What follows belongs to an exercise in optimizing a design on an open flow for small area, a short achievable clock period and few clock cycles; a production flow would make more cautious choices. In this exercise RTL edits were held to simulation tests only and were not proved equivalent to the original. Power is estimated from default activity; no workload was simulated.

== run R ==
// core
module core #(
    parameter ADDR_W = 32,
    parameter INST_W = 32,
    parameter DATA_W = 32
)(
    input                   i_clk,
    input                   i_rst_n,
    output [ ADDR_W-1 : 0 ] o_i_addr,
    input  [ INST_W-1 : 0 ] i_i_inst,
    output                  o_d_we,
    output [ ADDR_W-1 : 0 ] o_d_addr,
    output [ DATA_W-1 : 0 ] o_d_wdata,
    input  [ DATA_W-1 : 0 ] i_d_rdata,
    output [        1 : 0 ] o_status,
    output                  o_status_valid
);
clock: 10.0 ns
lec_check: 0
cap_margin: 20
core_margin: 2
core_utilization: 40
cts_buf_list: sky130_fd_sc_hd__clkbuf_8
place_density: 0.7
slew_margin: 20
standard.sh (not shown) runs the stock make flow with config.mk's settings and CLKGATE_MAP_FILE= SYNTH_SCRIPT=/design/flow/synth_recipe.tcl, a recipe that flattens the netlist after the stock synthesis.
==> flow/flow/run.sh <==
#!/bin/bash
# Layout: the standard flow (standard.sh) with these changes:
#  - repair_timing aims at a setup slack of 7 ns on the 10 ns clock (a 3 ns
#    period), working on the worst path only (TNS_END_PERCENT 0), so the
#    achieved period is pushed down without upsizing every path;
#  - synthesis leaves adders to abc instead of mapping them to full/half
#    adder cells (ADDER_MAP_FILE empty);
#  - the branch-target adder module tgt_add is kept as its own module through
#    abc (then flattened as usual), so abc maps it for its own critical path
#    (it sits on a path from the i_i_inst input);
#  - every port still gets its buffer, but a buf_4 instead of the delay cell
#    buffer_ports picks by default;
cd "$(dirname "$0")/.."
export SETUP_SLACK_MARGIN=7
export TNS_END_PERCENT=0
export ADDER_MAP_FILE=
export SYNTH_KEEP_MODULES=tgt_add
export BUFFER_PORTS_ARGS="-buffer_cell sky130_fd_sc_hd__buf_4"
bash standard.sh > standard.log 2>&1
Run R: done, clean on timing, DRC and antenna
Testbench counts of run R, summed over its fixed seeds: cycles 164,830.
[inputs] run P vs run R
- PLACE_DENSITY removed (was 0.7)
Run P finished end to end and its layout was clean on timing, DRC and antenna.
From run R to run P the numbers moved as follows: routing usage on met3 saw a decrease; worst setup slack saw a decrease; number of cells traversed by the worst register-to-register path saw an increase; count of inserted antenna diode cells saw a decrease; final area saw little to no change.
Compared run P against run R; share of synthesized registers carrying an async set or reset within noise.


alpha:
core, a different RTL version from the one above (not shown whole).
Size in the first run: roughly 5000 cells after synthesis, about 1300 flip-flops, about 170 I/O pins, about 61000 µm² of cells after synthesis.
clock: 10.0 ns
lec_check: 0
cap_margin: 20
core_margin: 2
core_utilization: 40
slew_margin: 20
==> flow/flow/run.sh <==
#!/bin/bash
# Layout: the standard flow (standard.sh) with these changes:
#  - repair_timing aims at a setup slack of 7 ns on the 10 ns clock (a 3 ns
#    period), working on the worst path only (TNS_END_PERCENT 0), so the
#    achieved period is pushed down without upsizing every path;
#  - synthesis leaves adders to abc instead of mapping them to full/half
#    adder cells (ADDER_MAP_FILE empty);
#  - the branch-target adder module tgt_add is kept as its own module through
#    abc (then flattened as usual), so abc maps it for its own critical path
#    (it sits on a path from the i_i_inst input);
#  - every port still gets its buffer, but a buf_4 instead of the delay cell
#    buffer_ports picks by default.
# Registers, their names and types are those of the standard synthesis.
cd "$(dirname "$0")/.."
export SETUP_SLACK_MARGIN=7
export TNS_END_PERCENT=0
export ADDER_MAP_FILE=
export SYNTH_KEEP_MODULES=tgt_add
export BUFFER_PORTS_ARGS="-buffer_cell sky130_fd_sc_hd__buf_4"
bash standard.sh > standard.log 2>&1
In summary, alpha completed successfully, with a layout that passed the timing, DRC and antenna checks.
Testbench counts of alpha, summed over its fixed seeds: cycles 164,830.
The following lists how beta was set up differently from alpha:
diff --git a/flow/flow/run.sh b/flow/flow/run.sh
--- a/flow/flow/run.sh
+++ b/flow/flow/run.sh
@@ -11,4 +11,3 @@
 #  - every port still gets its buffer, but a buf_4 instead of the delay cell
-#    buffer_ports picks by default.
-# Registers, their names and types are those of the standard synthesis.
+#    buffer_ports picks by default;
 cd "$(dirname "$0")/.."
diff --git a/flow/config.mk b/flow/config.mk
--- a/flow/config.mk
+++ b/flow/config.mk
@@ -10,2 +10,3 @@
 export CORE_UTILIZATION = 40
+export CTS_BUF_LIST = sky130_fd_sc_hd__clkbuf_8
 export SLEW_MARGIN = 20
==> comparison <==
Summary of beta over alpha: setup slack of the most critical reg-to-reg path has increased; setup slack has increased; net load switching power has decreased. Per the comparison of beta with alpha, routed wire length has decreased; remaining number of nets flagged by the antenna check after routing saw little to no change.
diff inputs: beta => gamma
diff --git a/flow/flow/run.sh b/flow/flow/run.sh
--- a/flow/flow/run.sh
+++ b/flow/flow/run.sh
@@ -9,5 +9,4 @@
 #    abc (then flattened as usual), so abc maps it for its own critical path
-#    (it sits on a path from the i_i_inst input);
-#  - every port still gets its buffer, but a buf_4 instead of the delay cell
-#    buffer_ports picks by default;
+#    (it sits on a path from the i_i_inst input).
+# Registers, their names and types are those of the standard synthesis.
 cd "$(dirname "$0")/.."
@@ -17,3 +16,2 @@
 export SYNTH_KEEP_MODULES=tgt_add
-export BUFFER_PORTS_ARGS="-buffer_cell sky130_fd_sc_hd__buf_4"
 bash standard.sh > standard.log 2>&1
diff --git a/flow/config.mk b/flow/config.mk
--- a/flow/config.mk
+++ b/flow/config.mk
@@ -9,4 +9,3 @@
 export CORE_MARGIN = 2
-export CORE_UTILIZATION = 40
-export CTS_BUF_LIST = sky130_fd_sc_hd__clkbuf_8
+export CORE_UTILIZATION = 35
 export SLEW_MARGIN = 20
Notes after the runs:
In the flow results for beta and gamma, the maximum frequency is larger on beta. Of beta and gamma, the run reporting the lower total placed instance area was beta. gamma: area growth from synthesis to final layout higher than beta. Going from beta to gamma, fraction of power consumed by the clock network grows by 3.2 points. [compare] base=beta new=gamma: post-CTS setup buffer count went up by about 40%; fraction of power consumed by combinational cells went down by 2.3 points; internal reg-to-reg setup slack went down by 0.14 ns.


## run 5
core, a different RTL version from the one above (not shown whole).
Size: ~5000 cells after synthesis, about 1300 flip-flops, about 170 I/O pins, ~61000 um2 of cells after synthesis.
Settings: LEC_CHECK=0, CAP_MARGIN=20, CORE_MARGIN=2, CORE_UTILIZATION=40, CTS_BUF_LIST=sky130_fd_sc_hd__clkbuf_8, SLEW_MARGIN=20; clock period 10.0 ns.
==> flow/flow/run.sh <==
#!/bin/bash
# Layout: the standard flow (standard.sh) with these changes:
#  - repair_timing aims at a setup slack of 7 ns on the 10 ns clock (a 3 ns
#    period), working on the worst path only (TNS_END_PERCENT 0), so the
#    achieved period is pushed down without upsizing every path;
#  - synthesis leaves adders to abc instead of mapping them to full/half
#    adder cells (ADDER_MAP_FILE empty);
#  - the branch-target adder module tgt_add is kept as its own module through
#    abc (then flattened as usual), so abc maps it for its own critical path
#    (it sits on a path from the i_i_inst input);
#  - every port still gets its buffer, but a buf_4 instead of the delay cell
#    buffer_ports picks by default;
cd "$(dirname "$0")/.."
export SETUP_SLACK_MARGIN=7
export TNS_END_PERCENT=0
export ADDER_MAP_FILE=
export SYNTH_KEEP_MODULES=tgt_add
export BUFFER_PORTS_ARGS="-buffer_cell sky130_fd_sc_hd__buf_4"
bash standard.sh > standard.log 2>&1
Testbench counts of run 5, summed over its fixed seeds: cycles 164,830.
Here is what was changed in the inputs of run 4 compared with run 5.
Settings: an added PLACE_DENSITY of 0.7.
==> comparison <==
Run 5 has lower switching share of power than run 4. Relative to run 5, net switching component of the power has gone down in run 4. Compared with run 5, the router placed more vias in run 4. On run 4: ratio of final minimum period to clock period is 0.65 points higher than what run 5 gave. In the metrics for run 4 and run 5, the one carrying the higher required time at the endpoint of the critical path is run 5. Higher clock skew among run 4 and run 5: run 4.

[afterwards: timing with drivers on the ports]
In the flow no input, the clock included, has a driving cell. The finished layouts below were timed again as built, in two steps.
Step 1: set_driving_cell puts a clkbuf_16 on i_clk and a buf_2 on each other input, an assumption about the parent block.
Step 2 moves the port delays by t, midway between the first and last clock arrival at a register: inputs arrive t later, outputs are due t later. That takes back most of the time a late clock gives input paths.
Three values: ideal ports, drivers, drivers and shift; two values: the first two.
run	t (ns)	slack for setup (ns)	hold WS [ns]	worst setup path at the end	clock arrival spread, ns
run R	1.048	6.265 / 6.281 / 5.233	0.329 / 0.329 / 0.329	input to register	0.089 / 0.088
run P	1.011	6.223 / 6.242 / 5.230	0.327 / 0.327 / 0.327	input to register	0.084 / 0.083
alpha	0.912	6.218 / 6.223 / 5.326	0.332 / 0.332 / 0.332	input to register	0.052 / 0.051
beta	1.067	6.303 / 6.340 / 5.283	0.332 / 0.332 / 0.332	input to register	0.070 / 0.070
gamma	0.897	6.087 / 6.128 / 5.231	0.326 / 0.326 / 0.326	input to register	0.049 / 0.049
run 5	1.058	6.084 / 6.043 / 4.986	0.325 / 0.325 / 0.325	input to register	0.074 / 0.075
run 4	1.010	6.019 / 5.975 / 4.966	0.327 / 0.327 / 0.327	input to register	0.107 / 0.107
After both steps setup and hold are still met in every run listed. The setup slack of run 5, which loses most, moves by -0.041 ns with the drivers and by -1.098 ns with both steps.
